Source: an optimization exercise on an open RTL-to-GDS flow (aim: small area, a short achievable clock period and few clock cycles per item). Production flows keep margins and buffers that such runs may drop.
Function was not checked in any run shown here: the RTL went through the layout flow alone.

## design/flow/design.v

```verilog
module UT_TOP (
    clk,
    rst_n,
    in_valid,
    in_time,
    out_valid,
    out_display,
    out_day
);
input        clk, rst_n, in_valid;
input [30:0] in_time;
output reg       out_valid;
output reg [3:0] out_display;
output reg [2:0] out_day;
reg [9:0]  R;      
reg [21:0] L;      
reg [10:0] R2;     
reg [7:0]  B;      
reg [3:0]  C2;     
reg [2:0]  W;      
reg        y20;    
reg        jf;     
reg        busy;
reg [4:0]  k;      
function ge11;       
    input [10:0] t;
    input [10:0] K;
    reg   [15:0] g, e;
    integer i, w;
    begin
        for (i = 0; i < 16; i = i + 1) begin
            g[i] = (i < 11) ? (t[i] & ~K[i]) : 1'b0;
            e[i] = (i < 11) ? ~(t[i] ^ K[i]) : 1'b1;
        end
        for (w = 1; w < 16; w = w * 2)
            for (i = 0; i < 16; i = i + 2 * w) begin
                g[i] = g[i + w] | (e[i + w] & g[i]);
                e[i] = e[i + w] & e[i];
            end
        ge11 = g[0] | e[0];
    end
endfunction
function ge24;       
    input [23:0] t;
    input [23:0] K;
    reg   [31:0] g, e;
    integer i, w;
    begin
        for (i = 0; i < 32; i = i + 1) begin
            g[i] = (i < 24) ? (t[i] & ~K[i]) : 1'b0;
            e[i] = (i < 24) ? ~(t[i] ^ K[i]) : 1'b1;
        end
        for (w = 1; w < 32; w = w * 2)
            for (i = 0; i < 32; i = i + 2 * w) begin
                g[i] = g[i + w] | (e[i + w] & g[i]);
                e[i] = e[i + w] & e[i];
            end
        ge24 = g[0] | e[0];
    end
endfunction
function [3:0] dd;
    input [3:0] d;      
    begin
        dd[0] = (~d[3] & ~d[2] & d[0]) | (d[2] & d[1] & ~d[0]) | (d[3] & ~d[0]);
        dd[1] = (~d[2] & d[1]) | (d[1] & d[0]) | (d[3] & ~d[0]);
        dd[2] = (d[2] & ~d[1] & ~d[0]) | (d[3] & d[0]);
        dd[3] = (d[2] & d[0]) | (d[2] & d[1]) | (d[3]);
    end
endfunction
function [3:0] inc10;
    input [3:0] d;      
    begin
        inc10[0] = (~d[0]);
        inc10[1] = (~d[3] & ~d[1] & d[0]) | (d[1] & ~d[0]);
        inc10[2] = (~d[2] & d[1] & d[0]) | (d[2] & ~d[1]) | (d[2] & ~d[0]);
        inc10[3] = (d[2] & d[1] & d[0]) | (d[3] & ~d[0]);
    end
endfunction
function [2:0] w4;
    input [2:0] w;      
    input       a, b;
    begin
        w4[0] = (~w[2] & ~w[1] & ~w[0] & b) | (~w[1] & w[0] & a & ~b) | (~w[2] & w[1] & ~w[0] & ~b) | (w[1] & w[0] & b) | (~w[1] & ~w[0] & ~a & b) | (w[2] & w[0] & ~b) | (w[2] & w[1] & a & b) | (w[2] & w[1] & ~a & ~b);
        w4[1] = (~w[2] & ~w[1] & ~w[0] & ~a) | (~w[2] & ~w[1] & ~a & ~b) | (~w[2] & w[0] & a & b) | (~w[2] & ~w[0] & ~a & ~b) | (~w[2] & w[1] & a & b) | (w[1] & w[0] & a) | (w[2] & ~w[1] & a & ~b) | (w[2] & w[0] & ~a & b) | (w[2] & w[1] & ~a & b);
        w4[2] = (~w[2] & ~w[0] & a) | (~w[2] & ~w[1] & w[0] & ~a & ~b) | (w[2] & ~w[0] & ~a) | (w[2] & w[0] & a & b) | (w[1] & ~w[0] & ~a & b) | (~w[1] & ~w[0] & a & ~b);
    end
endfunction
function [2:0] w1;
    input [2:0] w;      
    input       a;
    begin
        w1[0] = (~w[2] & ~w[1] & ~a) | (~w[2] & w[1] & a) | (w[2] & ~w[1] & ~w[0] & a) | (w[2] & w[1] & ~a);
        w1[1] = (~w[2] & ~w[1] & ~w[0] & ~a) | (~w[2] & w[0] & a) | (w[1] & w[0]) | (w[2] & w[0] & ~a) | (w[2] & w[1] & a);
        w1[2] = (~w[2] & ~w[1] & a) | (w[2] & ~w[1] & ~w[0]) | (~w[1] & w[0] & ~a);
    end
endfunction
reg  pm0, pm1, h0, n0, h1, n1, mon;           
wire k1  = (k == 5'd1);
wire k8  = (k == 5'd8);
wire k9  = (k == 5'd9);
wire k10 = (k == 5'd10);
wire k11 = (k == 5'd11);
wire [4:0] kn = busy ? k + 5'd1 : 5'd1;       
always @(posedge clk) begin
    pm0 <= (kn <= 5'd8);                                      
    pm1 <= (kn <= 5'd7);                                      
    h0  <= (kn == 5'd9) || (kn == 5'd10);                     
    h1  <= (kn == 5'd8) || (kn == 5'd9) || (kn == 5'd10);     
    n0  <= (kn >= 5'd11) && (kn <= 5'd13);                    
    n1  <= (kn >= 5'd11) && (kn <= 5'd13);
    mon <= (kn == 5'd10) || (kn == 5'd11);                    
end
function [10:0] rstep;
    input [10:0] t;
    input [10:0] kk;
    reg   [11:0] g, p;    
    reg   [11:0] b;       
    integer i;
    reg   [11:0] G, P;
    begin
        for (i = 0; i < 11; i = i + 1) begin
            g[i] = ~t[i] & kk[i];
            p[i] = ~(t[i] ^ kk[i]);
        end
        g[11] = 1'b0; p[11] = 1'b0;
        G = g; P = p;
        for (i = 1; i < 11; i = i + 1) begin
            G[i] = G[i] | (P[i] & G[i - 1]);
            P[i] = P[i] & P[i - 1];
        end
        b[0] = 1'b0;
        for (i = 1; i < 12; i = i + 1) b[i] = G[i - 1];
        rstep[10] = ~b[11];
        for (i = 0; i < 10; i = i + 1)
            rstep[i] = t[i] ^ (rstep[10] & (kk[i] ^ b[i]));
    end
endfunction
function [10:0] step;    
    input [10:0] t;
    input        m, h, n;
    begin
        step = rstep(t, ({11{m}} & 11'd675) | ({11{h}} & 11'd900) | ({11{n}} & 11'd960));
    end
endfunction
wire [10:0] s0 = step({R, L[21]}, pm0, h0, n0);
wire [10:0] s1 = step({s0[9:0], L[20]}, pm1, h1, n1);
wire        q0 = s0[10];
wire        q1 = s1[10];
function [11:0] rstep2;
    input [11:0] t;
    input [11:0] kk;
    reg   [12:0] g, p;    
    reg   [12:0] b;       
    integer i;
    reg   [12:0] G, P;
    begin
        for (i = 0; i < 12; i = i + 1) begin
            g[i] = ~t[i] & kk[i];
            p[i] = ~(t[i] ^ kk[i]);
        end
        g[12] = 1'b0; p[12] = 1'b0;
        G = g; P = p;
        for (i = 1; i < 12; i = i + 1) begin
            G[i] = G[i] | (P[i] & G[i - 1]);
            P[i] = P[i] & P[i - 1];
        end
        b[0] = 1'b0;
        for (i = 1; i < 13; i = i + 1) b[i] = G[i - 1];
        rstep2[11] = ~b[12];
        for (i = 0; i < 11; i = i + 1)
            rstep2[i] = t[i] ^ (rstep2[11] & (kk[i] ^ b[i]));
    end
endfunction
function [11:0] step2;   
    input [11:0] t;
    input        mo;
    begin
        step2 = rstep2(t, mo ? 12'd1958 : 12'd1461);
    end
endfunction
wire        b0  = k1 ? 1'b0 : (pm0 && !k9) ? L[0] : (k9 || k10);
wire        b1  = pm0 ? q0 : k9;
wire [10:0] r2i = k10 ? {R2[10:2], 2'b01} : R2;
wire [11:0] u0  = step2({r2i, b0}, mon);
wire [11:0] u1  = step2({u0[10:0], b1}, mon);
wire [7:0] bb0 = {dd(B[7:4]), dd(B[3:0])};
wire [7:0] bb1 = {bb0[6:0], u0[11]};
wire [7:0] bb2 = {dd(bb1[7:4]), dd(bb1[3:0])};
wire [7:0] bb3 = {bb2[6:0], u1[11]};
wire [2:0] w2 = k8 ? w1(W, q0) : w4(W, q0, q1);
always @(posedge clk) begin
    if (!busy) begin
        R  <= {1'b0, in_time[30:22]};
        L  <= in_time[21:0];
        R2 <= 11'd1304;
        B  <= 8'h09;
        W  <= 3'd4;
    end else begin
        if (pm0 || h0 || n0) begin
            R <= s1[9:0];
            L <= {L[19:0], q0, q1};
        end
        if (pm0 || k9 || mon) begin
            R2 <= u1[10:0];
            if (!mon) B <= bb3;
        end
        if (pm0) W <= w2;
        if (mon) C2 <= {C2[1:0], u0[11], u1[11]};
        if (k1) y20 <= ge24({R[8:0], L[21:7]}, 24'd7395975);
        if (k10) jf <= ge11(R2, 11'd1224);
    end
end
always @(posedge clk or negedge rst_n) begin
    if (!rst_n) begin
        busy <= 1'b0;
        k    <= 5'd0;
    end else if (in_valid) begin
        busy <= 1'b1;
        k    <= 5'd1;
    end else if (busy) begin
        k    <= k + 5'd1;
        if (k == 5'd21) busy <= 1'b0;
    end
end
wire       jfc = k10 ? ge11(R2, 11'd1224) : jf;
wire       yc  = jfc && (B[3:0] == 4'd9);
wire [3:0] yt  = yc ? inc10(B[7:4]) : B[7:4];
wire [3:0] yo  = jfc ? inc10(B[3:0]) : B[3:0];
function [4:0] mbcd;
    input [3:0] m;      
    begin
        mbcd[0] = (~m[0]);
        mbcd[1] = (~m[3] & ~m[1] & ~m[0]) | (~m[2] & m[1] & m[0]) | (m[3] & m[0]);
        mbcd[2] = (~m[3] & ~m[2] & m[0]) | (~m[3] & ~m[2] & m[1]) | (m[2] & ~m[1] & ~m[0]);
        mbcd[3] = (m[2] & ~m[1] & m[0]) | (m[2] & m[1] & ~m[0]);
        mbcd[4] = (m[2] & m[1] & m[0]) | (m[3] & ~m[1]);
    end
endfunction
wire [4:0] mb = mbcd(C2);
wire       mt = mb[4];
wire [3:0] mo = mb[3:0];
reg [5:0] fld;
always @(*) begin
    if (k[4:1] == 4'd7)      fld = {1'b0, R2[10:6]};    
    else if (k[4:1] == 4'd8) fld = {1'b0, L[10:6]};     
    else if (k[4:1] == 4'd9) fld = L[5:0];              
    else                     fld = R[9:4];              
end
wire [3:0] dA   = dd({1'b0, fld[5:3]});
wire [3:0] dB   = dd({dA[2:0], fld[2]});
wire [3:0] dC   = dd({dB[2:0], fld[1]});
wire [6:0] fb   = {dA[3], dB[3], dC[3], dC[2:0], fld[0]};
wire       dinc = (k[4:1] == 4'd7);                      
wire [3:0] fo   = dinc ? inc10(fb[3:0]) : fb[3:0];
wire       tp1  = dinc && (fb[3:0] == 4'd9);            
wire [2:0] ft   = !tp1 ? fb[6:4] : (fb[5:4] == 2'd0) ? 3'd1 : (fb[5:4] == 2'd1) ? 3'd2 : 3'd3;
reg [3:0] digit;
always @(*) begin
    case (k)
        5'd8:    digit = y20 ? 4'd2 : 4'd1;
        5'd9:    digit = y20 ? 4'd0 : 4'd9;
        5'd10:   digit = yt;
        5'd11:   digit = yo;
        5'd12:   digit = {3'b000, mt};
        5'd13:   digit = mo;
        default: digit = k[0] ? fo : {1'b0, ft};
    endcase
end
wire [2:0] wday   = k8 ? w2 : W;
wire       outing = busy && (k >= 5'd8);
always @(posedge clk or negedge rst_n) begin
    if (!rst_n) begin
        out_valid   <= 1'b0;
        out_display <= 4'd0;
        out_day     <= 3'd0;
    end else if (outing) begin
        out_valid   <= 1'b1;
        out_display <= digit;
        out_day     <= wday;
    end else begin
        out_valid   <= 1'b0;
        out_display <= 4'd0;
        out_day     <= 3'd0;
    end
end
endmodule
```

## design/flow/constraint.sdc

```tcl
create_clock -name core_clock -period 15.0 [get_ports {clk}]
set_input_delay 3.0000 -clock core_clock [delete_from_list [all_inputs] [get_ports {clk}]]
set_output_delay 3.0000 -clock core_clock [all_outputs]
set_load 0.01 [all_outputs]
```

## design/flow/config.mk

```make
export PLATFORM = sky130hd
export DESIGN_NAME = UT_TOP
export DESIGN_NICKNAME = UT_TOP
export VERILOG_FILES = /design/flow/design.v
export SDC_FILE = /design/flow/constraint.sdc
export NUM_CORES = 4
export LEC_CHECK = 0
export ABC_AREA = 1
export CAP_MARGIN = 20
export CORE_MARGIN = 2
export CORE_UTILIZATION = 40
export SLEW_MARGIN = 20
```

## design/flow/standard.sh

```bash
#!/bin/bash
# synth_recipe.tcl (not shown) runs the flow's synth.tcl, then flattens the netlist and writes it again
# the make line also repeats each setting of config.mk as NAME=value (left out here)
make -C /OpenROAD-flow-scripts/flow DESIGN_CONFIG=/design/flow/config.mk WORK_HOME=/design/flow/orfs CLKGATE_MAP_FILE= SYNTH_SCRIPT=/design/flow/synth_recipe.tcl "${@:-finish}"
```

## design/flow/flow/run.sh

```bash
#!/bin/bash
# The standard layout, with timing repair aiming at 11.0 ns of setup slack
# instead of 0, and the port buffers made with buf_4 cells; the clock and the
# constraints stay the design's.
set -o pipefail
bash standard.sh SETUP_SLACK_MARGIN=11.0 "BUFFER_PORTS_ARGS=-buffer_cell sky130_fd_sc_hd__buf_4" finish > standard.log 2>&1
```

==> results of run 1 <==
[Yosys cell counts (all sizes together) (2+ instances only)]
cell     count
o211ai       8
dfxtp       29
nor4         3
o21ai       54
a31oi        8
nand2      259
o2111ai      2
nor3        15
a21oi       40
nor2        76
o22ai        3
nand3       82
clkinv       2
a21boi       2
clkbuf      15
ha          23
or2          4
o221ai       2
edfxtp      37
o311ai       2
o31ai        3
o21a         2
nand3b       2
xor2        28
inv        148
buf          8
a211oi       4
dfrtp       14
nand4        4
[flip-flops by register name, indices dropped and copies added, names as in the netlist, 3 cells and up]
signal,cells
B,8
C2,4
L,22
R,10
R2,11
W,3
k,5
out_day,3
out_display,4
[routing by layer]
metal,vias up,track usage,part of all wire
li1,3042,-,-
met1,2715,0.279,0.49
met2,137,0.311,0.45
met3,24,0.0263,0.043
met4,0,0.0595,0.019
met5,-,0,0
[worst max-delay path by stage]
stage	to	cells after the start	startpoint
after floorplan	R[0]	41	R[0]
after global placement	R[7]	40	pm0
after detailed placement	R[7]	40	pm0
after CTS	R[7]	41	R[0]
after global routing	R[8]	41	R[0]
final	R[7]	32	R[0]
[stage by stage]
stage	std cells	area, um^2	hold slack, ps	setup WS [ps]
after floorplan	887	6160	442	11020
after global placement	1097	6610	458	10480
after detailed placement	1097	6610	459	10370
after CTS	1136	7200	476	11000
after global routing	1162	7590	532	10720
final	1162	7590	472	10970
[worst max-delay path, delay by kind of cell (launching register included)]
kind                       cells  cell delay (ps)
xor gates and xnor gates       2              320
adders and majority gates      2              550
buffers and inverters         11             1290
DFF                            1              360
and+or+nand+nor               17             1260
[what timing repair did]
| action | 4_1_cts | 5_1_grt |
|---|---|---|
| gates cloned | 1 | 2 |
| gates resized for setup | 23 | 43 |
| setup endpoints to repair | 27 | 27 |
| pin swaps | 10 | 29 |
| buffers inserted | 22 | 24 |
[cell families after synthesis]
logic type | count (synthesis)
xor+xnor | 28
simple gates | 446
fa+ha+maj | 23
compound gates | 137
flops | 80
buf+inv | 173
[placed cells by master (no fill, tap or decap), types with 12 or more instances in the layout]
| cell type | n |
|---|---|
| inv_1 | 136 |
| buf_4 | 88 |
| xor2_1 | 23 |
| ha_1 | 19 |
| o21ai_0 | 51 |
| nor2_1 | 67 |
| nand2_1 | 213 |
| nor3_1 | 12 |
| nand3_1 | 66 |
| edfxtp_1 | 37 |
| dfxtp_1 | 27 |
| a21oi_1 | 37 |
| nand2_2 | 32 |
| nand2_4 | 13 |
[final cells by class]
class                           instances  share of cell area
Clock buffer                           10              0.0302
Clock inverter                          6              0.0120
Inverter                              150              0.0750
Multi-Input combinational cell        637               0.490
Sequential cell                        80               0.270
Tap cell                              188              0.0310
Timing Repair Buffer                   91              0.0915
==> notes.md, run 1 <==
hold buffer count at cts 0; CTS tree yes; H-tree levels 3; Top Ports 42; post-route ant nets 0; Max Cap Viol 0; n_diodes 0; number of vias per cell roughly 5.1; Post-Synth Adder-Cell Area 0.0468; clock latency (worst-skew pair) about 340 ps; final core occ 0.503; Die Width roughly 130 um; reg2reg path depth 32; crit-path most repeated cell buf_4; drt pass-1 iters 5; Area growth syn-to-layout 23.4%; max-slew violations 0; DRC Markers 0; num rows 45; Area contributors post-synth edfxtp_1 (18%), nand2_1 (14%), dfxtp_1 (9.4%), inv_1 (8.6%), dfrtp_1 (5.7%); GRT overflow 0; CP required ~15000 ps; Routed Wire Length 16100 um; Starting Density 0.407; Post-synth EDFFs 37; vias post-DR 5918; CP max stage delay 360 ps; CTS buffer count 9; clk_skew 5.99 ps; Multi-input gate area approximately 3700 um^2; CORE AREA 15100 um^2; Top FF cell, synth edfxtp_1; Synth warnings 1; pin count of the biggest net entering global routing 54; Max clock buf depth 2; share of flip-flops with an asynchronous set or reset 0.175; first-pass GRT wire length about 26000 um; Initial DRC Count 503; WHS Path Cells 2; RD Place Congestion 0.864; setup repair after global routing missed its margin true; Syn Inst Count about 890; RR Startpoint R[0]; Hold Path Class flop to flop; PortBufs between 40 and 50; WL/cell roughly 14 um; Simple-Gate Fraction of Synth Area 0.338; Synth cell types 55; register bit total from synthesis 80; Worst slew margin 0.405; mux share of post-synthesis cell area 0; die area ~16000 um^2; min-delay src R2[8]; vias in the first global route between 5000 and 6000; share of layout cells above drive strength 1 0.223; Seq. cell area between 2000 and 2500 um^2; clock sink count 80; Hold EP R2[8]; Crit-path slowest cell edfxtp_1; reg2reg end R[7]; Crit. End Element flop; Die H between 100 and 150 um; largest area contributor in the netlist edfxtp_1; syn_nets roughly 940; share of the synthesized area in the top cell type 0.181; worst slew pin tran slightly below 900 ps; kind of critical path flop to flop; critical-path maximum fanout 7; initial antenna violation count 0; post-synthesis sequential area ratio 0.332; Netlist Area Pre-Place approximately 6100 um^2; Min Clock Period, post-route 4030 ps; Setup TNS 0 ps; Fin. Hold Viols 0; status complete, no violations; Tot GR Track Use 0.196; period utilization 0.269; xor-xnor portion of the synthesized cell area 0.0399; Avg Cell Area, Syn 6.93 um^2; Nets between 1000 and 1500; CP Launch Type flop; Worst R2R Setup Slack roughly 11000 ps; clock root cell clkbuf_16; post-synthesis compound-gate area fraction 0.131; largest family of logic cells by synthesized area simple AND/OR/NAND/NOR gates; fmax about 250 MHz; WP data arrival ~4100 ps; count of final setup violators 0; dpl hpwl between 10000 and 15000 um; Reg clk slew, reported paths ~60 ps; FILL cells roughly 1500
==> run 2: changes to the inputs <==
--- a/design/flow/design.v
+++ b/design/flow/design.v
@@ -76,6 +76,28 @@
         inc10[3] = (d[2] & d[1] & d[0]) | (d[3] & ~d[0]);
     end
 endfunction
+function [5:0] bq_lo;
+    input [3:0] o;      
+    input       a, b;
+    begin
+        bq_lo[0] = (b);
+        bq_lo[1] = (~o[3] & ~o[2] & ~o[1] & a) | (~o[2] & o[1] & o[0] & ~a) | (o[2] & ~o[1] & ~o[0] & ~a) | (o[2] & o[1] & ~o[0] & a) | (o[3] & ~a) | (o[2] & ~o[1] & o[0] & a);
+        bq_lo[2] = (o[2] & ~o[0] & ~a) | (o[2] & o[1] & ~o[0]) | (o[3] & ~o[0] & a) | (~o[2] & ~o[1] & o[0] & ~a) | (~o[3] & ~o[2] & o[0] & a);
+        bq_lo[3] = (~o[2] & o[1] & ~o[0] & ~a) | (o[2] & ~o[1] & ~o[0] & a) | (o[2] & o[1] & o[0] & ~a) | (o[3] & o[0] & a);
+        bq_lo[4] = (~o[2] & o[1] & a) | (~o[2] & o[1] & o[0]) | (o[2] & ~o[1] & ~o[0]) | (o[1] & o[0] & a) | (o[3]);
+        bq_lo[5] = (o[2] & o[0]) | (o[2] & o[1]) | (o[3]);
+    end
+endfunction
+function [3:0] bq_hi;
+    input [3:0] t;      
+    input [1:0] c;
+    begin
+        bq_hi[0] = (c[0]);
+        bq_hi[1] = (~t[3] & ~t[2] & ~t[1] & c[1]) | (~t[2] & t[1] & t[0] & ~c[1]) | (t[2] & ~t[1] & ~t[0] & ~c[1]) | (t[2] & t[1] & ~t[0] & c[1]) | (t[3] & ~c[1]) | (t[2] & ~t[1] & t[0] & c[1]);
+        bq_hi[2] = (t[2] & ~t[0] & ~c[1]) | (t[2] & t[1] & ~t[0]) | (t[3] & ~t[0] & c[1]) | (~t[2] & ~t[1] & t[0] & ~c[1]) | (~t[3] & ~t[2] & t[0] & c[1]);
+        bq_hi[3] = (~t[2] & t[1] & ~t[0] & ~c[1]) | (t[2] & ~t[1] & ~t[0] & c[1]) | (t[2] & t[1] & t[0] & ~c[1]) | (t[3] & t[0] & c[1]);
+    end
+endfunction
 function [2:0] w4;
     input [2:0] w;      
     input       a, b;
@@ -94,7 +116,7 @@
         w1[2] = (~w[2] & ~w[1] & a) | (w[2] & ~w[1] & ~w[0]) | (~w[1] & w[0] & ~a);
     end
 endfunction
-reg  pm0, pm1, h0, n0, h1, n1, mon;           
+reg  pm0, pm1, h0, h1, n, mon;                
 wire k1  = (k == 5'd1);
 wire k8  = (k == 5'd8);
 wire k9  = (k == 5'd9);
@@ -106,8 +128,7 @@
     pm1 <= (kn <= 5'd7);                                      
     h0  <= (kn == 5'd9) || (kn == 5'd10);                     
     h1  <= (kn == 5'd8) || (kn == 5'd9) || (kn == 5'd10);     
-    n0  <= (kn >= 5'd11) && (kn <= 5'd13);                    
-    n1  <= (kn >= 5'd11) && (kn <= 5'd13);
+    n   <= (kn >= 5'd11) && (kn <= 5'd13);                    
     mon <= (kn == 5'd10) || (kn == 5'd11);                    
 end
 function [10:0] rstep;
@@ -115,7 +136,7 @@
     input [10:0] kk;
     reg   [11:0] g, p;    
     reg   [11:0] b;       
-    integer i;
+    integer i, lvl, j;
     reg   [11:0] G, P;
     begin
         for (i = 0; i < 11; i = i + 1) begin
@@ -124,10 +145,13 @@
         end
         g[11] = 1'b0; p[11] = 1'b0;
         G = g; P = p;
-        for (i = 1; i < 11; i = i + 1) begin
-            G[i] = G[i] | (P[i] & G[i - 1]);
-            P[i] = P[i] & P[i - 1];
-        end
+        for (lvl = 1; lvl < 16; lvl = lvl * 2)
+            for (i = 0; i < 11; i = i + 1)
+                if ((i / lvl) % 2 == 1) begin
+                    j = (i / lvl) * lvl - 1;
+                    G[i] = G[i] | (P[i] & G[j]);
+                    P[i] = P[i] & P[j];
+                end
         b[0] = 1'b0;
         for (i = 1; i < 12; i = i + 1) b[i] = G[i - 1];
         rstep[10] = ~b[11];
@@ -142,8 +166,8 @@
         step = rstep(t, ({11{m}} & 11'd675) | ({11{h}} & 11'd900) | ({11{n}} & 11'd960));
     end
 endfunction
-wire [10:0] s0 = step({R, L[21]}, pm0, h0, n0);
-wire [10:0] s1 = step({s0[9:0], L[20]}, pm1, h1, n1);
+wire [10:0] s0 = step({R, L[21]}, pm0, h0, n);
+wire [10:0] s1 = step({s0[9:0], L[20]}, pm1, h1, n);
 wire        q0 = s0[10];
 wire        q1 = s1[10];
 function [11:0] rstep2;
@@ -151,7 +175,7 @@
     input [11:0] kk;
     reg   [12:0] g, p;    
     reg   [12:0] b;       
-    integer i;
+    integer i, lvl, j;
     reg   [12:0] G, P;
     begin
         for (i = 0; i < 12; i = i + 1) begin
@@ -160,10 +184,13 @@
         end
         g[12] = 1'b0; p[12] = 1'b0;
         G = g; P = p;
-        for (i = 1; i < 12; i = i + 1) begin
-            G[i] = G[i] | (P[i] & G[i - 1]);
-            P[i] = P[i] & P[i - 1];
-        end
+        for (lvl = 1; lvl < 16; lvl = lvl * 2)
+            for (i = 0; i < 12; i = i + 1)
+                if ((i / lvl) % 2 == 1) begin
+                    j = (i / lvl) * lvl - 1;
+                    G[i] = G[i] | (P[i] & G[j]);
+                    P[i] = P[i] & P[j];
+                end
         b[0] = 1'b0;
         for (i = 1; i < 13; i = i + 1) b[i] = G[i - 1];
         rstep2[11] = ~b[12];
@@ -183,10 +210,8 @@
 wire [10:0] r2i = k10 ? {R2[10:2], 2'b01} : R2;
 wire [11:0] u0  = step2({r2i, b0}, mon);
 wire [11:0] u1  = step2({u0[10:0], b1}, mon);
-wire [7:0] bb0 = {dd(B[7:4]), dd(B[3:0])};
-wire [7:0] bb1 = {bb0[6:0], u0[11]};
-wire [7:0] bb2 = {dd(bb1[7:4]), dd(bb1[3:0])};
-wire [7:0] bb3 = {bb2[6:0], u1[11]};
+wire [5:0] blo = bq_lo(B[3:0], u0[11], u1[11]);
+wire [7:0] bb3 = {bq_hi(B[7:4], blo[5:4]), blo[3:0]};
 wire [2:0] w2 = k8 ? w1(W, q0) : w4(W, q0, q1);
 always @(posedge clk) begin
     if (!busy) begin
@@ -196,7 +221,7 @@
         B  <= 8'h09;
         W  <= 3'd4;
     end else begin
-        if (pm0 || h0 || n0) begin
+        if (pm0 || h0 || n) begin
             R <= s1[9:0];
             L <= {L[19:0], q0, q1};
         end
==> run 2 against run 1 <==
Against the previous run: final area is 1.5% higher; worst hold slack better by 42 ps; area after synthesis is 4.2% higher; cell count is 5.6% higher; via count is 6.8% higher; highest routed layer unchanged.
==> notes.md, run 2 <==
Die H between 100 and 150 um; status complete, no violations; Die Width around 130 um; DP Worst Slack 10230 ps; final instance area about 7700 um^2; FILL cells around 1700; Nets approximately 1100; Avg Cell Area, Syn 6.84 um^2; Netlist Area Pre-Place approximately 6400 um^2; Max Cap Viol 0; Synth warnings 1; critical path's top delay family flip-flops; Reg clk slew, reported paths around 60 ps; CP bufs+invs 1; post-route ant nets 0; Area contributors post-synth edfxtp_1 (17%), nand2_1 (14%), dfxtp_1 (9.1%), inv_1 (7.8%), nand3_1 (6.4%); Top reg by flops L; Hold Path Class flop to flop; dpl hpwl between 10000 and 15000 um; Worst slew margin 0.379; WP data arrival 860 ps; Min Clock Period, post-route roughly 3900 ps; top-count cell post-synth nand2_1; RR Startpoint n; CTS buffer count 9; first-pass GRT wire length roughly 28000 um; Setup TNS 0 ps; pin count of the biggest net entering global routing between 50 and 60; RD Place Congestion 0.890; Post-synth EDFFs 37; Area growth syn-to-layout 20.2%; Seq. cell area between 2000 and 2500 um^2; Fin. Hold Viols 0; clock latency (worst-skew pair) roughly 360 ps; min-delay src R2[4]; CP max stage delay between 300 and 400 ps; share of flip-flops with an asynchronous set or reset 0.175; register bit total from synthesis 80; initial antenna violation count 0; vias in the first global route 5756; CTS tree yes; Syn Inst Count between 900 and 1000; count of final setup violators 0; largest area contributor in the netlist edfxtp_1; clock sink count 80; Tot GR Track Use 0.212; Starting Density 0.406; DRC Markers 0; Crit-path slowest cell dfrtp_1; post-synthesis sequential area ratio 0.319; CP required ~12000 ps; drt pass-1 iters 5; WL/cell roughly 14 um; Top Ports 42; dpl cell area roughly 7000 um^2; critical-path maximum fanout 1; clock root cell clkbuf_16; vias post-DR ~6300; setup repair after global routing missed its margin false; Top FF cell, synth edfxtp_1; H-tree levels 3; share of the synthesized area in the top cell type 0.174; kind of critical path flop to output port; Multi-input gate area roughly 3900 um^2; biggest regs L: 22 flops, R2: 11 flops, R: 10 flops; worst setup margin between 10000 and 15000 ps; syn_nets about 1000; GRT overflow 0; commonest non-fill, non-tap cell in the layout nand2_1; minimum hold slack a little over 500 ps; hold buffer count at cts 0; number of vias per cell around 5.2; worst slew pin tran between 900 and 1000 ps; Max clock buf depth 2; max-slew violations 0; Initial DRC Count 409; Routed Wire Length roughly 18000 um; fmax 259 MHz; period utilization 0.257; max reg flops 22; CP Launch Type flop; most frequent cells in the layout nand2_1 (241), inv_1 (129), nand3_1 (81), buf_4 (81), nor2_1 (70); n_diodes 0; num rows between 40 and 50; clk_skew ~9.1 ps; share of layout cells above drive strength 1 0.190; die area approximately 17000 um^2; Crit. End Element output port; CORE AREA 15800 um^2; PortBufs 41; Synth cell types 56; Post-synth top cells nand2_1 (245), inv_1 (133), nand3_1 (82); CP Cell Sequence buf_4; CP startpoint out_display[1]
[run 2: changes by cell type after synthesis, sizes merged, moves of 3 or more]
cell	previous run	this run
inv	148	142
o31ai	3	6
o21ai	54	71
o21bai	1	5
nand2	259	262
nor3	15	11
nand3	82	91
xor2	28	19
a21oi	40	46
nor2	76	84
nand4	4	14
xnor2	0	3
[run 2: kinds of logic after synthesis]
kind of cell | Yosys count | share of synthesized area
AND/OR/NAND/NOR | 473 | 0.335
AO/OA/AOI/OAI | 170 | 0.163
buffers and inverters | 168 | 0.107
flip-flops | 80 | 0.319
adder cells (fa/ha/maj) | 23 | 0.0449
XOR/XNOR | 22 | 0.0313
[run 2: worst min-delay path: cells and delay by family (launching register included)]
kind             cells  cell delay (ps)
AND/OR/NAND/NOR      2              140
flip-flops           1              320
[run 2: final cells by class]
class                           instances  area share
Clock buffer                           10      0.0297
Multi-Input combinational cell        689       0.506
Sequential cell                        80       0.267
Tap cell                              216      0.0351
Timing Repair Buffer                   83      0.0842
Inverter                              143      0.0735
Clock inverter                          6     0.00471
[run 2: stage by stage]
stage,std cells,utilization
after global routing,1227,0.488
after floorplan,936,-
final,1227,0.488
after detailed placement,1171,0.435
after global placement,1171,0.435
after CTS,1204,0.466
[run 2: worst paths after layout]
kind | end | slack [ps] | cells after the start
hold / removal | R2[4] | 510 | 2
min in group asynchronous | out_valid | 2480 | 1
setup / recovery | out_display[1] | 11140 | 1
max in group asynchronous | busy | 12340 | 1
hold reg to reg | R2[4] | 510 | 2
setup reg to reg | R[2] | 11200 | 25
[run 2: repair_timing]
item	CTS	global route
endpoints found under the hold margin	0	0
gates resized for setup	25	35
gates cloned	0	1
buffers inserted	17	22
pin swaps	7	17
endpoints found under the setup margin	27	27
[run 2: metal layers]
layer / global-route usage / up-vias / share of wire
li1: - / 3254 / -
met1: 0.304 / 2876 / 0.49
met2: 0.319 / 157 / 0.43
met3: 0.0387 / 33 / 0.053
met4: 0.0776 / 0 / 0.026
met5: 0 / - / 0
==> run 3: changes to the inputs <==
==> design/flow/flow/run.sh (replaced) <==
#!/bin/bash
# The standard layout, with timing repair aiming at 11.0 ns of setup slack
# instead of 0, and the port buffers made with buf_1 cells; the clock and the
# constraints stay the design's.
set -o pipefail
bash standard.sh SETUP_SLACK_MARGIN=11.0 "BUFFER_PORTS_ARGS=-buffer_cell sky130_fd_sc_hd__buf_1" finish > standard.log 2>&1
==> run 3 against run 2 <==
Against the previous run: setup slack gained 19 ps; utilization shrank 1.3 points; cell count fell by 0.90%; clock skew about the same; final area shrank 2.6%; highest routed layer unchanged; non-clock buffer count is 11 lower; critical path depth rose by 28.
==> notes.md, run 3 <==
Hold Path Class flop to flop; CORE AREA around 16000 um^2; CP required approximately 15000 ps; count of final setup violators 0; CP max stage delay 350 ps; CP bufs+invs 9; RD Place Congestion between 0.9 and 1; DP Worst Slack between 10000 and 15000 ps; max reg flops 22; drt pass-1 iters 5; Synth cell types 56; pin count of the biggest net entering global routing 55; first-pass GRT wire length ~28000 um; FILL cells around 1600; crit-path most repeated cell nand2_1; vias post-DR 6232; setup repair after global routing missed its margin false; reg2reg path depth 29; Top reg by flops L; Reg clk slew, reported paths approximately 60 ps; Synth warnings 1; initial antenna violation count 0; share of the synthesized area in the top cell type 0.174; die area 17000 um^2; Area growth syn-to-layout 17.1%; Avg Cell Area, Syn 6.84 um^2; Max clock buf depth 2; post-synthesis sequential area ratio 0.319; WP data arrival 4120 ps; H-tree levels 3; Multi-input gate area around 4000 um^2; Die Width 131 um; worst setup margin around 11000 ps; Post-synth EDFFs 37; post-route ant nets 0; Nets around 1100; dpl hpwl 12100 um; Post-synth top cells nand2_1 (245), inv_1 (133), nand3_1 (82); Setup TNS 0 ps; most frequent cells in the layout nand2_1 (241), inv_1 (129), nand3_1 (80); Top Ports 42; clock latency (worst-skew pair) roughly 350 ps; Initial DRC Count approximately 460; Fin. Hold Viols 0; num rows 46; Max Cap Viol 0; PortBufs between 40 and 50; n_diodes 0; number of vias per cell roughly 5.1; WL/cell between 10 and 15 um; share of flip-flops with an asynchronous set or reset 0.175; Crit. End Element flop; Min Clock Period, post-route 3840 ps; critical path depth 29; period utilization 0.256; Syn Inst Count around 940; WHS Path Cells 2; GRT overflow 0; Worst R2R Setup Slack between 10000 and 15000 ps; Worst slew margin 0.296; Area contributors post-synth edfxtp_1 (17%), nand2_1 (14%), dfxtp_1 (9.1%), inv_1 (7.8%), nand3_1 (6.4%); critical-path maximum fanout 10; commonest non-fill, non-tap cell in the layout nand2_1; Starting Density 0.406; clock sink count 80; largest area contributor in the netlist edfxtp_1; clock root cell clkbuf_16; kind of critical path flop to flop; CTS tree yes; Die H about 130 um; vias in the first global route roughly 5600; min-delay src R2[4]; Routed Wire Length about 17000 um; RR Startpoint n; clk_skew ~9.0 ps; CP Launch Type flop; critical path's top delay family simple AND/OR/NAND/NOR gates; top-count cell post-synth nand2_1; status complete, no violations; Seq. cell area approximately 2000 um^2; DRC Markers 0; Tot GR Track Use 0.205; CTS buffer count 9; max-slew violations 0; fmax around 260 MHz; share of layout cells above drive strength 1 0.139; biggest regs L: 22 flops, R2: 11 flops, R: 10 flops; register bit total from synthesis 80; Hold EP R2[4]; reg2reg end W[1]; worst slew pin tran roughly 1100 ps; Top FF cell, synth edfxtp_1; Crit-path slowest cell dfxtp_4; CP startpoint n; Netlist Area Pre-Place around 6400 um^2; syn_nets 993
run 3: cell count changes in the layout (fill, tap and decap cells not counted), moves of 2 or more:
| cell | before | now |
|---|---|---|
| inv_8 | 0 | 2 |
| a21oi_1 | 36 | 38 |
| clkinvlp_4 | 3 | 1 |
| buf_4 | 81 | 29 |
| bufinv_16 | 0 | 2 |
| buf_1 | 0 | 41 |
| buf_6 | 0 | 2 |
| buf_12 | 2 | 0 |
| a21oi_2 | 8 | 5 |
| nand2_2 | 10 | 12 |
run 3: worst max path at each step:
stage	to	slack, ps
finish	W[1]	11160
floorplan	R[6]	11040
detailed placement	R[5]	10260
global placement	R[1]	10390
global route	R[4]	10960
CTS	R[5]	11010
run 3: kinds of logic after synthesis:
family,count (synthesis),synth area share
buf+inv,168,0.107
fa+ha+maj,23,0.0449
compound gates,170,0.163
xor+xnor,22,0.0313
flops,80,0.319
simple gates,473,0.335
run 3: metal layers:
layer | global-route usage | share of wire
met3 | 0.0399 | 0.052
met4 | 0.0544 | 0.013
met1 | 0.298 | 0.50
met2 | 0.311 | 0.44
met5 | 0 | 0
run 3: stage by stage:
stage               std cells  hold WS [ps]   util  instance area, um^2
floorplan                 936           449      -                 6400
global placement         1170           490  0.425                 6700
detailed placement       1170           489  0.425                 6700
CTS                      1197           507  0.456                 7200
global route             1216           538  0.475                 7500
finish                   1216           504  0.475                 7500
run 3: area by class of cell:
class	instances	area share
multi-input cells	689	0.519
flip-flops and latches	80	0.274
inverters	143	0.0754
repair buffers	72	0.0526
well taps	216	0.0360
clock buffers	9	0.0300
clock inverters	7	0.0127
run 3: what timing repair did:
item / CTS / global route
hold buffers: 0 / 0
cloned: 1 / 0
endpoints found under the setup margin: 27 / 27
resized for setup: 27 / 37
pin swaps: 5 / 13
setup buffers: 10 / 19
run 3: worst register-to-register path: cells and delay by family, from the launching register on:
family | cells | cell delay [ps]
xor gates and xnor gates | 1 | 160
buffers and inverters | 9 | 770
DFF | 1 | 350
and+or+nand+nor | 14 | 1370
adders and majority gates | 2 | 510
AOI/OAI and AO/OA | 3 | 620
==> run 4: changes to the inputs <==
--- a/design/flow/design.v
+++ b/design/flow/design.v
@@ -221,18 +221,22 @@
         B  <= 8'h09;
         W  <= 3'd4;
     end else begin
+        R[3:0]   <= s1[3:0];
+        L[21:11] <= L[19:9];
+        R2[5:0]  <= u1[5:0];
         if (pm0 || h0 || n) begin
-            R <= s1[9:0];
-            L <= {L[19:0], q0, q1};
+            R[9:4]  <= s1[9:4];                   
+            L[10:0] <= {L[8:0], q0, q1};          
         end
+        B[7:4] <= bb3[7:4];                       
         if (pm0 || k9 || mon) begin
-            R2 <= u1[10:0];
-            if (!mon) B <= bb3;
+            R2[10:6] <= u1[10:6];                 
+            if (!mon) B[3:0] <= bb3[3:0];
         end
         if (pm0) W <= w2;
         if (mon) C2 <= {C2[1:0], u0[11], u1[11]};
         if (k1) y20 <= ge24({R[8:0], L[21:7]}, 24'd7395975);
-        if (k10) jf <= ge11(R2, 11'd1224);
+        jf <= ge11(R2, 11'd1224);                 
     end
 end
 always @(posedge clk or negedge rst_n) begin
==> run 4 against run 3 <==
Against the previous run: synthesized cell count down 2.9%; largest cell class unchanged; critical endpoint is now R[5]; first-iteration DRC count shrank 1.5%; still clean on timing, DRC and antenna; sequential cell count stayed put.
==> notes.md, run 4 <==
status complete, no violations; Initial DRC Count between 400 and 500; non-filler instance count after layout 1161; Netlist Area Pre-Place 5990 um^2; Top reg by flops L; critical-path maximum fanout 8; Post-Synth Adder-Cell Area 0.0481; Nets 1029; pin count of the biggest net entering global routing 50; Hold Path Class flop to flop; Top FF cell, synth dfxtp_1; count of final setup violators 0; Max Cap Viol 0; post-route ant nets 0; Area growth syn-to-layout 17.4%; clock sink count 80; Worst slew margin 0.503; GRT overflow 0; DRC Markers 0; kind of critical path flop to flop; largest area contributor in the netlist nand2_1; DP Cell Count around 1100; Synth cell types a little over 50; H-tree levels 3; CP bufs+invs 7; clock root cell clkbuf_16; biggest regs L: 22 flops, R2: 11 flops, R: 10 flops; CTS buffer count 9; share of the synthesized area in the top cell type 0.155; Tot GR Track Use 0.199; Die H between 100 and 150 um; drt pass-1 iters 4; CORE AREA 14600 um^2; Max clock buf depth 2; vias in the first global route approximately 5400; post-synthesis sequential area ratio 0.316; Post-synth top cells nand2_1 (247), inv_1 (132), nor2_1 (77); num rows 44; RD Place Congestion 0.888; Routed Wire Length approximately 16000 um; die area about 16000 um^2; CP Launch Type flop; Top Ports 42; Avg Cell Area, Syn 6.58 um^2; final core occ 0.482; Post-synth EDFFs 22; max-slew violations 0; clk_skew 8.26 ps; worst slew pin tran roughly 740 ps; initial antenna violation count 0; min-delay src L[19]; top-count cell post-synth nand2_1; dpl hpwl ~11000 um; Die Width 126 um; WL/cell 13.5 um; commonest non-fill, non-tap cell in the layout nand2_1; critical path's top delay family simple AND/OR/NAND/NOR gates; first-pass GRT wire length 25900 um; Simple-Gate Fraction of Synth Area 0.342; share of flip-flops with an asynchronous set or reset 0.175; Min Clock Period, post-route a little under 4000 ps; Syn Inst Count approximately 910; Area contributors post-synth nand2_1 (15%), dfxtp_1 (15%), edfxtp_1 (11%), inv_1 (8.3%), nand3_1 (6.2%); CP max stage delay 360 ps; fmax 258 MHz; CP startpoint n; Setup TNS 0 ps; Starting Density 0.410; vias post-DR approximately 5900; post-synthesis compound-gate area fraction 0.155; hold buffer count at cts 0; largest family of logic cells by synthesized area simple AND/OR/NAND/NOR gates; clock latency (worst-skew pair) 350 ps; Crit. End Element flop; syn_nets between 900 and 1000; WP data arrival 3960 ps; max reg flops 22; period utilization 0.258; CTS tree yes; Crit-path slowest cell dfxtp_4; number of vias per cell 5.08; minimum hold slack approximately 450 ps; Fin. Hold Viols 0; xor-xnor portion of the synthesized cell area 0.0337; FILL cells between 1000 and 1500; mux share of post-synthesis cell area 0; n_diodes 0; Synth warnings 1; CP required between 15000 and 20000 ps; most frequent cells in the layout nand2_1 (245), inv_1 (129), nand3_1 (72); PortBufs 41; RR Startpoint n; Reg clk slew, reported paths 60 ps; share of layout cells above drive strength 1 0.126; register bit total from synthesis 80; setup repair after global routing missed its margin true
## run 4: cell families after synthesis
group	after synthesis
XOR/XNOR	23
AO/OA/AOI/OAI	159
adder cells (fa/ha/maj)	23
buffers and inverters	160
AND/OR/NAND/NOR	464
flip-flops	80
## run 4: through the flow
step | cell area, um^2 | setup slack [ps]
after CTS | 6730 | 10980
after global placement | 6290 | 10630
after global routing | 7030 | 10900
final | 7030 | 11130
after detailed placement | 6290 | 10480
after floorplan | 5990 | 11100
## run 4: path summary, 6_finish.rpt
kind	end	slack, ps	cells past startpoint
worst max register to register	R[5]	11130	26
worst min-delay path	L[21]	450	2
worst min register to register	L[21]	450	2
min in group asynchronous	out_day[1]	2680	1
max in group asynchronous	busy	11820	1
worst max-delay path	R[5]	11130	26
## run 4: cell type report
class	instances	area (um^2)	share of cell area
Sequential cell	80	1900	0.271
Timing Repair Buffer	71	395	0.0562
Clock buffer	12	279	0.0397
Tap cell	184	230	0.0328
Clock inverter	4	47.5	0.00676
Multi-Input combinational cell	670	3620	0.515
Inverter	140	553	0.0787
## run 4: worst reg2reg max path, delay by kind of cell (launching register included)
kind / cells / cell delay [ps]
flip-flops: 1 / 360
AND/OR/NAND/NOR: 12 / 1300
adder cells (fa/ha/maj): 2 / 520
buffers and inverters: 7 / 520
AO/OA/AOI/OAI: 3 / 580
XOR/XNOR: 2 / 320
## run 4: timing repair
| action | in CTS | in global routing |
|---|---|---|
| cloned | 0 | 1 |
| gates resized for setup | 16 | 35 |
| endpoints found under the setup margin | 27 | 27 |
| setup buffers | 6 | 22 |
| pin swaps | 2 | 17 |
## run 4: per-layer routing
layer  routed length [um]  global-route usage
met1                 7930               0.286
met2                 6730               0.299
met3                  783              0.0430
met4                  230              0.0601
met5                    0                   0
==> run 5: changes to the inputs <==
==> design/flow/flow/run.sh (replaced) <==
#!/bin/bash
# The standard layout, with timing repair aiming at 10.9 ns of setup slack
# instead of 0, and the port buffers made with buf_1 cells; the clock and the
# constraints stay the design's.
set -o pipefail
bash standard.sh SETUP_SLACK_MARGIN=10.9 "BUFFER_PORTS_ARGS=-buffer_cell sky130_fd_sc_hd__buf_1" finish > standard.log 2>&1
==> run 5 against run 4 <==
Against the previous run: utilization down 0.37 points; register-to-register slack worse by 80 ps; clock-buffer cell count unchanged; setup slack worse by 77 ps; cell count about the same; global-route usage down 0.080 points; final area down 0.77%; sequential share of layout area up 0.24 points; area after synthesis unchanged; critical path type unchanged; critical endpoint unchanged.
==> notes.md, run 5 <==
kind of critical path flop to flop; clock root cell clkbuf_16; max reg flops 22; syn_nets 966; most frequent cells in the layout nand2_1 (245), inv_1 (129), nand3_1 (73); Die Width approximately 130 um; top-count cell post-synth nand2_1; Syn Inst Count slightly above 900; Setup TNS 0 ps; post-synthesis sequential area ratio 0.316; max-slew violations 0; RR Startpoint h0; Seq. cell area ~1900 um^2; n_diodes 0; Synth warnings 1; Top reg by flops L; Routed Wire Length 15500 um; FILL cells ~1500; Synth cell types between 50 and 60; pin count of the biggest net entering global routing 50; routed length on met1 ~7800 um; setup repair after global routing missed its margin false; Multi-input gate area roughly 3600 um^2; hold buffer count at cts 0; share of flip-flops with an asynchronous set or reset 0.175; Starting Density 0.410; minimum hold slack between 400 and 500 ps; Max Cap Viol 0; RD Place Congestion approximately 0.89; CTS tree yes; CTS buffer count 9; min-delay src L[19]; CP required 15090 ps; first-pass GRT wire length about 26000 um; commonest non-fill, non-tap cell in the layout nand2_1; vias post-DR between 5000 and 6000; dpl hpwl roughly 11000 um; Top Ports 42; Min Clock Period, post-route approximately 4000 ps; status complete, no violations; Netlist Area Pre-Place 5990 um^2; clock latency (worst-skew pair) about 350 ps; Area growth syn-to-layout 16.5%; register bit total from synthesis 80; DRC Markers 0; CP Launch Type flop; biggest regs L: 22 flops, R2: 11 flops, R: 10 flops; num rows 44; die area approximately 16000 um^2; Area contributors post-synth nand2_1 (15%), dfxtp_1 (15%), edfxtp_1 (11%), inv_1 (8.3%), nand3_1 (6.2%); WL/cell around 13 um; Worst R2R Setup Slack 11050 ps; clk_skew 9.93 ps; PortBufs roughly 40; Nets about 1000; Max clock buf depth 2; count of final setup violators 0; fmax about 250 MHz; share of layout cells above drive strength 1 0.121; Worst slew margin 0.490; CORE AREA 14600 um^2; clock sink count 80; CP startpoint h0; Post-synth top cells nand2_1 (247), inv_1 (132), nor2_1 (77); worst slew pin tran around 760 ps; Reg clk slew, reported paths 70 ps; period utilization 0.263; post-route ant nets 0; Post-synth EDFFs 22; share of the synthesized area in the top cell type 0.155; GRT overflow 0; critical-path maximum fanout 8; Die H 126 um; top routing layer used met4; Fin. Hold Viols 0; Initial DRC Count 415; Avg Cell Area, Syn roughly 6.6 um^2; Top FF cell, synth dfxtp_1; Hold Path Class flop to flop; vias in the first global route roughly 5400; WP data arrival a little over 4000 ps; Crit. End Element flop; drt pass-1 iters 5; initial antenna violation count 0; largest area contributor in the netlist nand2_1; H-tree levels 3; WL met2 between 6000 and 7000 um; number of vias per cell between 5 and 6; Detail Route met3 WL ~830 um; Tot GR Track Use 0.198
==> run 5: cell counts after synthesis <==
Identical to the previous run, type by type.
==> run 5: critical path, cell delays in order (launching register included) <==
cell and delay (ps):
dfxtp_4 370, nor2_4 130, inv_2 70, nor2_4 160, inv_2 80, ha_1 290, nand2_1 90, inv_1 40
a221oi_1 230, nand2_1 160, nand2_2 130, nand2_4 80, inv_8 90, nand3_1 110, xor2_2 190, inv_1 80
ha_1 310, nand2_1 80, inv_1 60, a221oi_2 250, nand2_2 130, nand2_4 90, nand2_4 100, inv_6 100
nand2_2 70, xnor2_2 130, o21ai_1 70
==> run 5: final timing paths <==
kind	cells after the start	to
max	26	R[5]
min	2	L[21]
max reg2reg	26	R[5]
min reg2reg	2	L[21]
max in group asynchronous	1	busy
min in group asynchronous	1	out_day[1]
==> run 5: logic make-up (layout without fill, tap and decap cells) <==
family	count (synthesis)	count (layout)	share of synthesized area
adders and majority gates	23	23	0.0481
xor gates and xnor gates	23	23	0.0337
buffers and inverters	160	226	0.105
DFF	80	80	0.316
and+or+nand+nor	464	465	0.342
AOI/OAI and AO/OA	159	159	0.155
==> run 5: routing by layer <==
metal,vias up,track usage
li1,3103,-
met1,2594,0.285
met4,0,0.0569
met2,172,0.299
met5,-,0
met3,15,0.0430
==> run 5: area by class of cell <==
class | instances | area share
clock buffers | 12 | 0.0400
clock inverters | 4 | 0.00682
inverters | 140 | 0.0782
multi-input cells | 670 | 0.513
flip-flops and latches | 80 | 0.273
well taps | 184 | 0.0330
repair buffers | 70 | 0.0556
==> run 5: what timing repair did <==
action / 4_1_cts / 5_1_grt
pin swaps: 1 / 14
endpoints found under the hold margin: 0 / 0
endpoints found under the setup margin: 25 / 27
gates cloned: 0 / 1
buffers inserted: 4 / 23
gates resized for setup: 12 / 30
==> run 5: through the flow <==
stage / util / worst slack [ps] / instances / cell area (um^2)
2_1_floorplan: - / 11100 / 909 / 5990
3_3_place_gp: 0.431 / 10630 / 1116 / 6290
3_5_place_dp: 0.431 / 10480 / 1116 / 6290
4_1_cts: 0.459 / 10880 / 1136 / 6700
5_1_grt: 0.478 / 10800 / 1160 / 6980
6_report: 0.478 / 11050 / 1160 / 6980
==> run 6: changes to the inputs <==
==> design/flow/flow/run.sh (replaced) <==
#!/bin/bash
# The standard layout, with timing repair aiming at 11.1 ns of setup slack
# instead of 0, and the port buffers made with buf_1 cells; the clock and the
# constraints stay the design's.
set -o pipefail
bash standard.sh SETUP_SLACK_MARGIN=11.1 "BUFFER_PORTS_ARGS=-buffer_cell sky130_fd_sc_hd__buf_1" finish > standard.log 2>&1
==> run 6 against run 5 <==
Against the previous run: first-iteration DRC count up 11%; die area unchanged; sequential share of layout area decreased by 0.60 points; sequential cell count is the same; maximum frequency increased by 3.1%; largest cell class unchanged.
==> notes.md, run 6 <==
PortBufs 41; count of final setup violators 0; Synth warnings 1; worst slew pin tran ~740 ps; critical path's top delay family flip-flops; num rows 44; Area contributors post-synth nand2_1 (15%), dfxtp_1 (15%), edfxtp_1 (11%), inv_1 (8.3%), nand3_1 (6.2%); GRT overflow 0; drt pass-1 iters 6; WL/cell 13.6 um; Synth cell types slightly above 50; Min Clock Period, post-route about 3800 ps; Starting Density 0.410; WHS Path Cells 2; non-filler instance count after layout around 1200; Hold Path Class flop to flop; CP max stage delay between 300 and 400 ps; final instance area 7120 um^2; WL met2 ~6800 um; clock root cell clkbuf_16; hold buffer count at cts 0; Max Cap Viol 0; clock latency (worst-skew pair) roughly 350 ps; share of the synthesized area in the top cell type 0.155; clock sink count 80; top routing layer used met4; Area growth syn-to-layout 18.9%; Top Ports 42; biggest regs L: 22 flops, R2: 11 flops, R: 10 flops; max reg flops 22; kind of critical path flop to output port; Tot GR Track Use 0.200; reg2reg path depth 25; pin count of the biggest net entering global routing 50; Worst slew margin 0.505; Reg clk slew, reported paths 60 ps; Setup TNS 0 ps; CTS buffer count 9; dpl cell area 6290 um^2; period utilization 0.255; share of layout cells above drive strength 1 0.135; max-slew violations 0; Top reg by flops L; Top FF cell, synth dfxtp_1; CTS tree yes; Max clock buf depth 2; minimum hold slack approximately 450 ps; DRC Markers 0; vias post-DR approximately 6000; post-synthesis sequential area ratio 0.316; Post-synth EDFFs 22; WP data arrival 830 ps; Crit-path slowest cell dfrtp_1; Post-synth top cells nand2_1 (247), inv_1 (132), nor2_1 (77); CP Launch Type flop; status complete, no violations; Avg Cell Area, Syn about 6.6 um^2; CORE AREA approximately 15000 um^2; number of vias per cell just over 5; Die H 126 um; critical path depth 1; Detail Route met3 WL roughly 760 um; Routed Wire Length 15700 um; n_diodes 0; vias in the first global route 5402; initial antenna violation count 0; most frequent cells in the layout nand2_1 (244), inv_1 (128), nand3_1 (72); CP required about 12000 ps; Fin. Hold Viols 0; DP Cell Count about 1100; commonest non-fill, non-tap cell in the layout nand2_1; CP bufs+invs 1; Crit. End Element output port; Netlist Area Pre-Place between 5000 and 6000 um^2; top-count cell post-synth nand2_1; first-pass GRT wire length roughly 26000 um; dpl hpwl between 10000 and 15000 um; Nets between 1000 and 1500; largest area contributor in the netlist nand2_1; Syn Inst Count approximately 910; die area between 15000 and 20000 um^2; CP Cell Sequence buf_1; post-route ant nets 0; Die Width 126 um; RD Place Congestion between 0.8 and 0.9; fmax roughly 260 MHz; critical-path maximum fanout 1; routed length on met1 ~8000 um; register bit total from synthesis 80; setup repair after global routing missed its margin false; clk_skew between 8 and 9 ps; H-tree levels 3; Initial DRC Count 460; syn_nets roughly 970; share of flip-flops with an asynchronous set or reset 0.175
==> run 6: cell type report <==
class / count / area (um^2)
clock inverter: 7 / 118
timing repair buffer: 72 / 407
multi-input combinational: 669 / 3690
fill: 1466 / 7470
inverter: 140 / 546
clock buffer: 9 / 225
sequential: 80 / 1900
tap: 184 / 230
==> run 6: path summary, 6_finish.rpt <==
path,from,endpoint,slack [ps]
max reg2reg,n,R[5],11280
min in group asynchronous,rst_n,k[1],2690
min,L[17],L[19],450
min reg2reg,L[17],L[19],450
max,out_display[2],out_display[2],11170
max in group asynchronous,rst_n,busy,11790
==> run 6: repair_timing <==
item,in CTS,in global routing
gates resized for setup,22,40
setup buffers,17,12
setup endpoints to repair,27,27
pin swaps,5,14
==> run 6: cell families after synthesis <==
group	share of synthesized area
flip-flops	0.316
AND/OR/NAND/NOR	0.342
adder cells (fa/ha/maj)	0.0481
AO/OA/AOI/OAI	0.155
buffers and inverters	0.105
XOR/XNOR	0.0337
==> run 6: metrics by stage <==
step                      setup WS [ps]  utilization
after global routing              11070        0.488
final                             11170        0.488
after CTS                         11090        0.470
after floorplan                   11180            -
after global placement            10600        0.431
after detailed placement          10500        0.431
==> run 6: worst register-to-register path: stages, from the launching register on <==
cell	delay (ps)
dfxtp_4	380
nor2_4	130
inv_2	60
nor2_4	120
inv_2	80
ha_4	230
nand2_2	70
inv_1	50
a221oi_2	200
nand2_1	110
nand2_2	130
nand3_4	90
xnor2_2	180
inv_1	80
ha_1	270
a31o_2	280
a21oi_4	180
nor2_4	60
nand3_1	80
nand2_2	100
nand2_4	110
nand2_8	90
inv_8	100
nand2_2	70
xnor2_2	130
o21ai_1	60
==> run 6: metal layers <==
layer	GRT usage	vias up
li1	-	3092
met1	0.292	2706
met2	0.306	142
met3	0.0380	11
met4	0.0478	0
met5	0	-
==> run 7: changes to the inputs <==
--- a/design/flow/config.mk
+++ b/design/flow/config.mk
@@ -9,4 +9,6 @@
 export CAP_MARGIN = 20
 export CORE_MARGIN = 2
 export CORE_UTILIZATION = 40
+export CTS_CLUSTER_DIAMETER = 200
+export CTS_CLUSTER_SIZE = 30
 export SLEW_MARGIN = 20
==> run 7 against run 6 <==
Against the previous run: critical path depth unchanged; sequential cell count unchanged; clock skew unchanged; register-to-register slack about the same; maximum frequency unchanged; global-route usage unchanged; utilization unchanged.
==> notes.md, run 7 <==
status complete, no violations; Avg Cell Area, Syn ~6.6 um^2; drt pass-1 iters 6; count of final setup violators 0; Max Cap Viol 0; RR Startpoint n; Top Ports 42; top-count cell post-synth nand2_1; mux share of post-synthesis cell area 0; Post-Synth Adder-Cell Area 0.0481; Crit. End Element output port; worst setup margin 11170 ps; pin count of the biggest net entering global routing 50; PortBufs 41; biggest regs L: 22 flops, R2: 11 flops, R: 10 flops; Synth cell types 51; syn_nets 966; Initial DRC Count 460; post-route ant nets 0; reg2reg path depth 25; reg2reg end R[5]; initial antenna violation count 0; WHS Path Cells 2; CTS tree yes; Min Clock Period, post-route roughly 3800 ps; largest family of logic cells by synthesized area simple AND/OR/NAND/NOR gates; GRT overflow 0; clk_skew 8.81 ps; worst slew pin tran 742 ps; n_diodes 0; Top FF cell, synth dfxtp_1; Seq. cell area between 1500 and 2000 um^2; minimum hold slack approximately 450 ps; xor-xnor portion of the synthesized cell area 0.0337; period utilization 0.255; Area contributors post-synth nand2_1 (15%), dfxtp_1 (15%), edfxtp_1 (11%), inv_1 (8.3%), nand3_1 (6.2%); first-pass GRT wire length approximately 26000 um; CP Cell Sequence buf_1; most frequent cells in the layout nand2_1 (244), inv_1 (128), nand3_1 (72); share of layout cells above drive strength 1 0.135; CP required about 12000 ps; Die Width roughly 130 um; CTS buffer count 9; die area 16000 um^2; Routed Wire Length between 15000 and 20000 um; Worst R2R Setup Slack roughly 11000 ps; Area growth syn-to-layout 18.9%; setup repair after global routing missed its margin false; max-slew violations 0; share of flip-flops with an asynchronous set or reset 0.175; share of the synthesized area in the top cell type 0.155; hold buffer count at cts 0; clock sink count 80; H-tree levels 3; RD Place Congestion 0.880; post-synthesis compound-gate area fraction 0.155; Top reg by flops L; dpl cell area 6290 um^2; Hold Path Class flop to flop; Synth warnings 1; Fin. Hold Viols 0; post-synthesis sequential area ratio 0.316; clock latency (worst-skew pair) ~350 ps; Reg clk slew, reported paths around 60 ps; FILL cells approximately 1500; final instance area ~7000 um^2; Hold EP L[19]; CP bufs+invs 1; largest area contributor in the netlist nand2_1; vias post-DR 5951; WP data arrival 830 ps; CORE AREA between 10000 and 15000 um^2; commonest non-fill, non-tap cell in the layout nand2_1; Starting Density 0.410; max reg flops 22; DP Cell Count around 1100; non-filler instance count after layout between 1000 and 1500; num rows 44; Syn Inst Count about 900; clock root cell clkbuf_16; Max clock buf depth 2; critical path depth 1; critical-path maximum fanout 1; fmax roughly 260 MHz; critical path's top delay family flip-flops; Simple-Gate Fraction of Synth Area 0.342; dpl hpwl between 10000 and 15000 um; Setup TNS 0 ps; Netlist Area Pre-Place ~6000 um^2; DRC Markers 0; CP Launch Type flop; Multi-input gate area about 3700 um^2; Post-synth top cells nand2_1 (247), inv_1 (132), nor2_1 (77); register bit total from synthesis 80; Worst slew margin 0.505; WL/cell around 14 um; Post-synth EDFFs 22; Crit-path slowest cell dfrtp_1; CP max stage delay about 360 ps; kind of critical path flop to output port; Tot GR Track Use 0.200; min-delay src L[17]; vias in the first global route roughly 5400; Die H ~130 um; Nets 1029; number of vias per cell slightly above 5; DP Worst Slack between 10000 and 15000 ps
## run 7: cell type report
cell class,count,share of cell area
clock buffer,9,0.0316
tap,184,0.0323
sequential,80,0.267
multi-input combinational,669,0.519
clock inverter,7,0.0165
timing repair buffer,72,0.0571
inverter,140,0.0766
## run 7: logic make-up (layout without fill, tap and decap cells)
kind of cell | after synthesis | count (layout)
AOI/OAI and AO/OA | 159 | 159
buffers and inverters | 160 | 228
DFF | 80 | 80
adders and majority gates | 23 | 23
xor gates and xnor gates | 23 | 23
and+or+nand+nor | 464 | 464
## run 7: through the flow
stage | utilization
after floorplan | -
after global placement | 0.431
after detailed placement | 0.431
after CTS | 0.470
after global routing | 0.488
final | 0.488
## run 7: worst max-delay path by stage
stage	from	endpoint	slack [ps]
global route	mon	R2[9]	11070
CTS	n	R[5]	11090
detailed placement	n	R[5]	10500
floorplan	n	R[6]	11180
finish	out_display[2]	out_display[2]	11170
global placement	n	R[5]	10600
## run 7: layer usage
metal  wire length (um)  track usage  share of wire
met3                763       0.0380          0.048
met2               6840        0.306           0.43
met1               7970        0.292           0.51
met5                  0            0              0
met4                172       0.0478          0.011
## run 7: timing repair
item | in CTS | in global routing
pin swaps | 5 | 14
buffers inserted | 17 | 12
resized for setup | 22 | 40
endpoints found under the setup margin | 27 | 27

## port drivers added, routing unchanged
Ports are ideal in the flow. The routed layouts listed here were re-timed in OpenROAD.
Step 1 assumes that a clkbuf_16 drives the clock port and a buf_2 every other input.
Step 2 also shifts input and output timing later by t, the mid clock arrival at the registers, as if the neighbouring blocks saw the same clock.
Slacks: ideal / step 1 / step 2; pairs: ideal / step 1.
run	t (ns)	setup WS [ns]	worst setup path after step 2	worst slew at a driven data input, ns
run 1	0.383	10.966 / 10.966 / 10.966	register to register	0.04
run 2	0.392	11.142 / 11.101 / 11.199	register to register	0.07
run 3	0.392	11.160 / 11.117 / 11.160	register to register	0.05
run 4	0.389	11.130 / 11.130 / 11.130	register to register	0.04
run 5	0.389	11.052 / 11.052 / 11.052	register to register	0.04
run 6	0.391	11.170 / 11.126 / 11.285	register to register	0.04
run 7	0.391	11.170 / 11.126 / 11.285	register to register	0.04
After both steps every run listed still meets setup and hold.
